Context: an optimization exercise on an open-source flow, tuned for small area, a short achievable clock period and few clock cycles. The choices shown serve that exercise and are no tape-out recipe. Power is estimated from default activity; no workload was simulated.

Setup of P:
==> flow/design.v <==
`timescale 1ns / 1ps
module cpu_hazard(input wire clk,
           input wire rst,
           input wire enable,
           input wire start,
           output wire d_we,
           output wire [7:0] i_addr,
           output wire [7:0] d_addr,
           input  wire [15:0] i_datain,
           input  wire [15:0] d_datain,
           output wire [15:0] d_dataout,
           output wire busy
    );
    function automatic [7:0] add8(input [7:0] x, input [7:0] y);
      reg [7:0] p, g, t, gg, tt;
      integer d, i;
      begin
        p = x ^ y;
        g = x & y;
        t = x | y;
        gg = g;
        tt = t;
        for (d = 1; d < 8; d = d * 2)
          for (i = 7; i >= d; i = i - 1)
          begin
            if (d == 1 && i == 1)
              gg[1] = g[1] | ((t[1] & x[0]) & y[0]);
            else
              gg[i] = gg[i] | (tt[i] & gg[i - d]);
            tt[i] = tt[i] & tt[i - d];
          end
        add8 = p ^ {gg[6:0], 1'b0};
      end
    endfunction
    function automatic [7:0] inc8(input [7:0] x);
      integer i;
      begin
        for (i = 0; i < 8; i = i + 1)
          inc8[i] = x[i] ^ ((i == 0) ? 1'b1 : &(x | ~((8'd1 << i) - 8'd1)));
      end
    endfunction
    function automatic [15:0] rev16(input [15:0] x);
      integer i;
      for (i = 0; i < 16; i = i + 1) rev16[i] = x[15 - i];
    endfunction
    reg state;
    reg [7:0] pc;
    reg [15:0] gr [0:7];       
    reg [7:0]  vld;            
    reg zf, nf, cf;
    reg [15:0] ex_a;           
    reg [15:0] ex_b;           
    reg [3:0]  ex_sh;          
    reg [2:0]  ex_rd;          
    reg        ex_wr;          
    reg        ex_load;
    reg        ex_store;
    reg        ex_flags;       
    reg        ex_sub;         
    reg        ex_cin;         
    reg        ex_sra;         
    reg        ex_s_add, ex_s_and, ex_s_or, ex_s_xor, ex_s_shr, ex_s_shl;
    assign i_addr = pc;
    assign busy = state;
    wire ex = state & enable;
    wire cin = ex_cin;
    wire [15:0] ap = ex_a ^ ex_b;
    wire [15:0] ag = ex_a & ex_b;
    wire [15:0] ao = ex_a | ex_b;
    reg [15:0] kg, kt;
    integer d, i;
    always @(*)
    begin
      kg = ag;
      kt = ao;
      for (d = 1; d < 16; d = d * 2)
        for (i = 15; i >= d; i = i - 1)
        begin
          kg[i] = kg[i] | (kt[i] & kg[i - d]);
          kt[i] = kt[i] & kt[i - d];
        end
    end
    wire [16:0] carry = {kg | (kt & {16{cin}}), cin};
    wire [15:0] sum = ap ^ carry[15:0];
    wire alu_cf = ex_sub ? ~carry[16] : carry[16];
    wire alu_zf = (ap == {ao[14:0], cin});
    wire alu_nf = sum[15];
    wire [15:0] sh_in = ex_s_shl ? rev16(ex_a) : ex_a;
    wire [31:0] shr = {{16{ex_sra & ex_a[15]}}, sh_in} >> ex_sh;
    wire [15:0] wd = ({16{ex_s_add}} & sum) | ({16{ex_s_and}} & ag) | ({16{ex_s_or}} & ao)
                   | ({16{ex_s_xor}} & ap) | ({16{ex_s_shr}} & shr[15:0])
                   | ({16{ex_s_shl}} & rev16(shr[15:0])) | ({16{ex_load}} & d_datain);
    assign d_addr = add8(ex_a[7:0], {4'b0, ex_sh});
    assign d_dataout = ex_b;
    assign d_we = ex_store;
    wire zf_n = ex_flags ? alu_zf : zf;
    wire nf_n = ex_flags ? alu_nf : nf;
    wire cf_n = ex_flags ? alu_cf : cf;
    always @(posedge clk or negedge rst)
    begin
      if (!rst)
      begin
        zf <= 1'b0;
        nf <= 1'b0;
        cf <= 1'b0;
      end
      else
      begin
        zf <= zf_n;
        nf <= nf_n;
        cf <= cf_n;
      end
    end
    always @(posedge clk)
    begin
      if (ex_wr)
        gr[ex_rd] <= wd;
    end
    always @(posedge clk or negedge rst)
    begin
      if (!rst) vld <= 8'b0;
      else if (ex_wr) vld[ex_rd] <= 1'b1;
    end
    wire [4:0] op = i_datain[15:11];
    wire [2:0] rd = i_datain[10:8];
    wire [2:0] r1 = i_datain[6:4];
    wire [2:0] r2 = i_datain[2:0];
    wire [7:0] imm8 = i_datain[7:0];
    wire [3:0] imm4 = i_datain[3:0];
    wire op_halt  = (op == 5'b00001);
    wire op_load  = (op == 5'b00010);
    wire op_store = (op == 5'b00011);
    wire op_shl   = (op == 5'b00100) || (op == 5'b00101);
    wire op_srl   = (op == 5'b00110);
    wire op_sra   = (op == 5'b00111);
    wire op_and   = (op == 5'b01101);
    wire op_or    = (op == 5'b01110);
    wire op_xor   = (op == 5'b01111);
    wire op_ldih  = (op == 5'b10000);
    wire op_imm   = (op == 5'b01001) || (op == 5'b01011);
    wire op_sub   = (op == 5'b01010) || (op == 5'b01011) || (op == 5'b01100) || (op == 5'b10010);
    wire op_addc  = (op == 5'b10001);
    wire op_subc  = (op == 5'b10010);
    wire op_jump  = (op == 5'b11000);
    wire op_br    = (op[4:3] == 2'b11) && !op_jump;   
    wire op_arith = (op == 5'b01000) || (op == 5'b01001) || (op == 5'b01010) || (op == 5'b01011) || (op == 5'b01100)
                 || (op == 5'b10000) || (op == 5'b10001) || (op == 5'b10010);
    wire wr_reg   = op_load || op_shl || op_srl || op_sra || op_and || op_or || op_xor
                 || (op_arith && op != 5'b01100);
    wire a_is_rd  = op_imm || op_ldih;
    wire [7:0] s_rd = (8'd1 << rd) & vld;
    wire [7:0] s_r1 = (8'd1 << r1) & vld;
    wire [7:0] s_r2 = (8'd1 << r2) & vld;
    reg [15:0] g_rd, g_r1, g_r2;
    integer m;
    always @(*)
    begin
      g_rd = 16'b0;
      g_r1 = 16'b0;
      g_r2 = 16'b0;
      for (m = 0; m < 8; m = m + 1)
      begin
        g_rd = g_rd | (gr[m] & {16{s_rd[m]}});
        g_r1 = g_r1 | (gr[m] & {16{s_r1[m]}});
        g_r2 = g_r2 | (gr[m] & {16{s_r2[m]}});
      end
    end
    wire f_rd = ex_wr && (ex_rd == rd);
    wire f_r1 = ex_wr && (ex_rd == r1);
    wire f_r2 = ex_wr && (ex_rd == r2);
    wire a_fwd = a_is_rd ? f_rd : f_r1;
    wire [15:0] a_reg = a_is_rd ? g_rd : g_r1;
    wire [15:0] a_next = a_fwd ? wd : a_reg;
    wire b_imm = op_ldih || op_imm;
    wire b_fwd = !b_imm && (op_store ? f_rd : f_r2);
    wire [15:0] b_reg = {16{op_sub}} ^ (op_ldih ? {imm8, 8'b0} : op_imm ? {8'b0, imm8} : op_store ? g_rd : g_r2);
    wire [15:0] b_wd = {16{op_sub}} ^ wd;
    wire [15:0] b_next = b_fwd ? b_wd : b_reg;
    wire br_stall = op_br && ex_wr && (ex_rd == rd);
    wire [7:0] target = add8(g_rd[7:0], imm8);
    wire taken = (op == 5'b11001) || ((op == 5'b11010) && zf_n) || ((op == 5'b11011) && !zf_n)
              || ((op == 5'b11100) && nf_n) || ((op == 5'b11101) && !nf_n)
              || ((op == 5'b11110) && cf_n) || ((op == 5'b11111) && !cf_n);
    wire go = ex && !br_stall;      
    always @(posedge clk or negedge rst)
    begin
      if (!rst) state <= 1'b0;
      else if (!state) state <= enable & start;
      else state <= enable & ~op_halt;
    end
    wire [7:0] pc_seq = !go ? pc : op_jump ? imm8 : op_halt ? pc : inc8(pc);
    wire take = go && op_br && taken;
    always @(posedge clk or negedge rst)
    begin
      if (!rst) pc <= 8'b0;
      else pc <= take ? target : pc_seq;
    end
    always @(posedge clk or negedge rst)
    begin
      if (!rst)
      begin
        ex_wr <= 1'b0;
        ex_load <= 1'b0;
        ex_store <= 1'b0;
        ex_flags <= 1'b0;
      end
      else
      begin
        ex_wr <= go && wr_reg;
        ex_load <= go && op_load;
        ex_store <= go && op_store;
        ex_flags <= go && op_arith;
      end
    end
    always @(posedge clk)
    begin
      ex_rd <= rd;
      ex_sub <= op_sub;
      ex_cin <= op_sub ? ~(op_subc & cf_n) : (op_addc & cf_n);
      ex_sra <= op_sra;
      ex_s_add <= op_arith;
      ex_s_and <= op_and;
      ex_s_or <= op_or;
      ex_s_xor <= op_xor;
      ex_s_shr <= op_srl || op_sra;
      ex_s_shl <= op_shl;
      ex_sh <= imm4;
      ex_a <= a_next;
      ex_b <= b_next;
    end
endmodule
export LEC_CHECK = 0
export CAP_MARGIN = 20
export CORE_MARGIN = 2
export CORE_UTILIZATION = 40
export SETUP_SLACK_MARGIN = 2.5
export SLEW_MARGIN = 20
create_clock -name core_clock -period 6.0 [get_ports {clk}]
standard.sh (not shown) runs the stock make flow with config.mk's settings and CLKGATE_MAP_FILE= SYNTH_SCRIPT=/design/flow/synth_recipe.tcl, a recipe that flattens the netlist after the stock synthesis.
==> flow/flow/run.sh <==
#!/bin/bash
# Layout flow: the standard ORFS flow (standard synthesis, floorplan, power grid,
# placement, CTS, routing) with two changes to how the resizer works:
#  - ports are buffered with a plain buffer (buf_2) instead of the delay cell the
#    platform picks by default;
#  - the resizer may change a cell to any equivalent cell, not only one with the
#    same footprint (MATCH_CELL_FOOTPRINT=0).
# ORFS writes each step's full log under orfs/logs; make's own output goes to flow.log.
set -euo pipefail
bash standard.sh MATCH_CELL_FOOTPRINT=0 "BUFFER_PORTS_ARGS=-buffer_cell sky130_fd_sc_hd__buf_2" finish > flow.log 2>&1
The flow did not stop early for P: all stages ran, and the layout cleared the timing, DRC and antenna checks.
Input changes introduced in Q (baseline for comparison: P):
==> flow/flow/run.sh <==
#!/bin/bash
# Layout flow: the standard ORFS flow (standard synthesis, floorplan, power grid,
# placement, CTS, routing) with two changes to how the resizer works:
#  - ports are buffered with a plain buffer (buf_4) instead of the delay cell the
#    platform picks by default;
#  - the resizer may change a cell to any equivalent cell, not only one with the
#    same footprint (MATCH_CELL_FOOTPRINT=0).
# ORFS writes each step's full log under orfs/logs; make's own output goes to flow.log.
set -euo pipefail
bash standard.sh MATCH_CELL_FOOTPRINT=0 "BUFFER_PORTS_ARGS=-buffer_cell sky130_fd_sc_hd__buf_4" finish > flow.log 2>&1
Findings:
Of P and Q, the run reporting the higher total wirelength of the detailed-routed design was Q.
Worst-case vdd ir drop: P and Q compared, higher one is P
Q vs. P: post-cts sizing count saw a decrease, area of all placed cells without fillers went up 0.39%, number of sinks handled by clock tree synthesis stayed essentially flat, clock-buffer cell count now sits higher.
Maximum frequency ends up higher on Q.
Lower final worst-path cycle share goes to Q over P.
Q has completed all stages; timing, DRC and antenna checks passed.
The following lists how R was set up differently from Q:
Settings: swapping 2.5 for 3.0 in SETUP_SLACK_MARGIN.
==> flow/flow/run.sh <==
#!/bin/bash
# Layout flow: the standard ORFS flow (standard synthesis, floorplan, power grid,
# placement, CTS, routing) with two changes to how the resizer works:
#  - ports are buffered with a plain buffer (buf_2) instead of the delay cell the
#    platform picks by default;
#  - the resizer may change a cell to any equivalent cell, not only one with the
#    same footprint (MATCH_CELL_FOOTPRINT=0).
# ORFS writes each step's full log under orfs/logs; make's own output goes to flow.log.
set -euo pipefail
bash standard.sh MATCH_CELL_FOOTPRINT=0 "BUFFER_PORTS_ARGS=-buffer_cell sky130_fd_sc_hd__buf_2" finish > flow.log 2>&1
==> comparison <==
- Re starting utilization of the core area: no difference whatsoever between Q and R.
- Summary of R over Q: post-place setup slack down 0.056 ns; maximum clock rate up about 1.7%; initial antenna violation count flat.
- Against Q, routability-driven placement congestion ratio in R rose slightly.
- Against Q, the final cell area of R is higher.
- Wire: R routes more than Q
No functional check of the RTL was part of any run of this note.

Another version of the RTL of cpu_hazard (not shown whole).
Size in the first run: about 1300 cells after synthesis, roughly 200 flip-flops, roughly 70 I/O pins, about 0.014 mm^2 of cells after synthesis.
==> flow/design.v (excerpt) <==
module cpu_hazard(input wire clk,
           input wire rst,
           input wire enable,
           input wire start,
           output wire d_we,
           output wire [7:0] i_addr,
           output wire [7:0] d_addr,
           input  wire [15:0] i_datain,
           input  wire [15:0] d_datain,
           output wire [15:0] d_dataout,
           output wire busy
    );
Settings: LEC_CHECK=0, CAP_MARGIN=20, CORE_MARGIN=2, CORE_UTILIZATION=40, SETUP_SLACK_MARGIN=3.0, SLEW_MARGIN=20; clock period 6.0 ns.
==> flow/flow/run.sh <==
#!/bin/bash
# Layout flow: the standard ORFS flow (standard synthesis, floorplan, power grid,
# placement, CTS, routing) with two changes to how the resizer works:
#  - ports are buffered with a plain buffer (buf_4) instead of the delay cell the
#    platform picks by default;
#  - the resizer may change a cell to any equivalent cell, not only one with the
#    same footprint (MATCH_CELL_FOOTPRINT=0).
# ORFS writes each step's full log under orfs/logs; make's own output goes to flow.log.
set -euo pipefail
bash standard.sh MATCH_CELL_FOOTPRINT=0 "BUFFER_PORTS_ARGS=-buffer_cell sky130_fd_sc_hd__buf_4" finish > flow.log 2>&1
==> next run, changes <==
CORE_UTILIZATION = 55   (was 40)
SETUP_SLACK_MARGIN = 2.5   (was 3.0)
Result:
- The changed run completed with no timing, DRC or antenna violations
- worst setup slack is worse by 0.16 ns
- fmax decreases by 4.4%
- non-clock buffer count decreases by 40
- design area decreases by 7.1%
- total power decreases by 5.0%
- synthesized cell count stays the same
No run of this note included a check of the RTL's function; only the layout flow was run.

Another version of the RTL of cpu_hazard (not shown whole).
Size: ~200 flip-flops.
export LEC_CHECK = 0
export CAP_MARGIN = 20
export CORE_MARGIN = 2
export CORE_UTILIZATION = 40
export SETUP_SLACK_MARGIN = 2.5
export SLEW_MARGIN = 20
create_clock -name core_clock -period 6.0 [get_ports {clk}]
run.sh (not shown) runs the stock make flow with config.mk's settings and CLKGATE_MAP_FILE= SYNTH_SCRIPT=/design/flow/synth_recipe.tcl, a recipe that flattens the netlist after the stock synthesis.
Stock flow here: none of the scripts above is used.
Next try:
--- a/flow/config.mk
+++ b/flow/config.mk
@@ -10,3 +10,2 @@
 export CORE_UTILIZATION = 40
-export SETUP_SLACK_MARGIN = 2.5
 export SLEW_MARGIN = 20
Result: The new run completed with no timing, DRC or antenna violations. Final area is lower by a few percent. Power fell by a few percent. Die area does not change. Critical path depth goes up by 4. Via count drops by a few percent. Worst setup slack is worse by 1.1 ns. Register-to-register slack got worse by 0.65 ns. Area after synthesis is unchanged. Clock-buffer cell count is higher by 1. Clock skew came out lower by 0.0041 ns.
No run of this note included a check of the RTL's function; only the layout flow was run.

run a:
cpu_hazard again, from the RTL that the note above started with.
Design cpu_hazard, start of the top module:
module cpu_hazard(input wire clk,
           input wire rst,
           input wire enable,
           input wire start,
           output wire d_we,
           output wire [7:0] i_addr,
           output wire [7:0] d_addr,
           input  wire [15:0] i_datain,
           input  wire [15:0] d_datain,
           output wire [15:0] d_dataout,
           output wire busy
    );
Settings: LEC_CHECK=0, CAP_MARGIN=20, CORE_MARGIN=2, CORE_UTILIZATION=40, SETUP_SLACK_MARGIN=3.0, SLEW_MARGIN=20; clock period 6.0 ns.
The following lists how run b was set up differently from run a:
- SETUP_SLACK_MARGIN: 3.0 -> 3.5
Findings:
Run b reports a higher via count than run a does.
Cell count: run b higher than run a
Of run a and run b, run a shows the lower end-of-flow core utilization, with run b above it.
Data arrival at the endpoint of the critical path in run b is 1.62 ns below run a.
Note that the clock power recorded for run a amounts to 0.942 times the value seen in run b.
Summary of the comparison: global-route usage is higher in run b, relative to run a.
Compared with run a, run b shows a multi-input logic portion of the cell area that is 0.65 points lower.
Looking at critical path depth, run b sits below run a.
Non-clock buffer total of the final layout, run a and run b, lower one = run a.
Compared to run a, run b has total power consumption of the routed design 0.34 mW higher.
No run of this note included a check of the RTL's function; only the layout flow was run.

== wip/amber ==
cpu_hazard with an RTL version that a note above also has.
Size: roughly 70 I/O pins, ~14000 µm² of cells after synthesis.
==> flow/design.v (excerpt) <==
module cpu_hazard(input wire clk,
           input wire rst,
           input wire enable,
           input wire start,
           output wire d_we,
           output wire [7:0] i_addr,
           output wire [7:0] d_addr,
           input  wire [15:0] i_datain,
           input  wire [15:0] d_datain,
           output wire [15:0] d_dataout,
           output wire busy
    );
clock: 6.0 ns
lec_check: 0
abc_clock_period_in_ps: 1500
cap_margin: 20
core_margin: 2
core_utilization: 40
setup_slack_margin: 2.5
slew_margin: 20
standard.sh (not shown) runs the stock make flow with config.mk's settings and CLKGATE_MAP_FILE= SYNTH_SCRIPT=/design/flow/synth_recipe.tcl, a recipe that flattens the netlist after the stock synthesis.
Scripts as last shown in full above: flow/flow/run.sh
Relative to wip/amber, the following input files were edited for wip/zinc:
Settings: ABC_CLOCK_PERIOD_IN_PS removed (was 1500); CTS_BUF_LIST newly set to sky130_fd_sc_hd__clkbuf_4 sky130_fd_sc_hd__clkbuf_8.
--- a/flow/flow/run.sh
+++ b/flow/flow/run.sh
@@ -4 +4 @@
-#  - ports are buffered with a plain buffer (buf_4) instead of the delay cell the
+#  - ports are buffered with a plain buffer (buf_2) instead of the delay cell the
@@ -10 +10 @@
-bash standard.sh MATCH_CELL_FOOTPRINT=0 "BUFFER_PORTS_ARGS=-buffer_cell sky130_fd_sc_hd__buf_4" finish > flow.log 2>&1
+bash standard.sh MATCH_CELL_FOOTPRINT=0 "BUFFER_PORTS_ARGS=-buffer_cell sky130_fd_sc_hd__buf_2" finish > flow.log 2>&1
- Per the comparison of wip/zinc with wip/amber, total area of sequential cells flat; number of non-filler instances in the completed layout rose 24; clock skew up 0.016 ns; filler cell count barely changed.
- wip/zinc vs wip/amber: worst-case setup slack after placement down
- Looking at part of the total power dissipated in sequential elements, wip/zinc sits 3.3 points higher than wip/amber does.
- Comparing wip/zinc and wip/amber, the lower final standard cell area without fillers was measured on wip/zinc.
- On flip-flop and latch share of the layout cell area, wip/zinc and wip/amber are neck and neck.
- Compared with wip/amber, wip/zinc shows a combinational group share of total power that is 3.0 points higher.
- The latest clock arrival within the worst-skew pair in wip/zinc sits 0.04 ns above the value recorded for wip/amber.
- wip/zinc ends up with a via count that is about 1.5% higher than in wip/amber.
Input-level comparison between wip/yarrow and wip/zinc:
Settings: CTS_BUF_LIST no longer set, was sky130_fd_sc_hd__clkbuf_4 sky130_fd_sc_hd__clkbuf_8.
--- a/flow/flow/run.sh
+++ b/flow/flow/run.sh
@@ -4 +4 @@
-#  - ports are buffered with a plain buffer (buf_2) instead of the delay cell the
+#  - ports are buffered with a plain buffer (buf_4) instead of the delay cell the
@@ -10 +10 @@
-bash standard.sh MATCH_CELL_FOOTPRINT=0 "BUFFER_PORTS_ARGS=-buffer_cell sky130_fd_sc_hd__buf_2" finish > flow.log 2>&1
+bash standard.sh MATCH_CELL_FOOTPRINT=0 "BUFFER_PORTS_ARGS=-buffer_cell sky130_fd_sc_hd__buf_4" finish > flow.log 2>&1
==> comparison <==
- Summary of wip/yarrow over wip/zinc: non-clock buffer count shrank by 24, share of the core filled with cells held steady, net switching power of the design grew by about 6%, detail-routed net length per standard cell grew by 1.6%.
- The final reports for wip/yarrow and wip/zinc show total vias in the final route lower in the former.
- Count of placed standard cells including taps: wip/zinc vs wip/yarrow, no meaningful difference
- Compared with wip/zinc, wip/yarrow shows post-route total power higher by 8.7%.
Function was not checked in any run of this note: the RTL went through the layout flow alone.

==> separate check: timing with driven ports <==
In the flow no input, the clock included, has a driving cell. The finished layouts below were timed again as built, in two steps. Step 1, drivers: a clkbuf_16 drives clk and a buf_2 each remaining input, both assumed. Step 2, shift: input delay + t, output delay - t, t = (earliest + latest rising clock arrival at the registers) / 2. This alone moves slack from input paths to output paths. a / b / c = no drivers / after step 1 / after step 2; a / b = the first two.
| run | t (ns) | setup WS [ns] | worst setup path after step 2 | worst slew at a driven data input, ns |
|---|---|---|---|---|
| P | 0.499 | 2.465 / 2.413 / 2.113 | input to register | 0.06 |
| Q | 0.500 | 2.497 / 2.448 / 2.061 | input to register | 0.06 |
| R | 0.497 | 2.556 / 2.506 / 2.194 | input to register | 0.12 |
| the first run of note 2 | 0.492 | 2.599 / 2.549 / 2.057 | input to register | 0.23 |
| the second run of note 2 | 0.490 | 2.444 / 2.393 / 2.107 | input to register | 0.08 |
| the first run of note 3 | 0.499 | 2.591 / 2.562 / 2.070 | input to register | 0.08 |
| the second run of note 3 | 0.498 | 1.492 / 1.512 / 1.014 | input to register | 0.05 |
| run a | 0.503 | 2.635 / 2.629 / 2.126 | input to register | 0.18 |
| run b | 0.500 | 2.692 / 2.642 / 2.189 | input to register | 0.14 |
| wip/amber | 0.493 | 2.482 / 2.422 / 1.929 | input to register | 0.20 |
| wip/zinc | 0.524 | 2.529 / 2.482 / 2.077 | input to register | 0.09 |
| wip/yarrow | 0.493 | 2.482 / 2.422 / 1.929 | input to register | 0.20 |
After both steps every run listed still meets setup and hold.
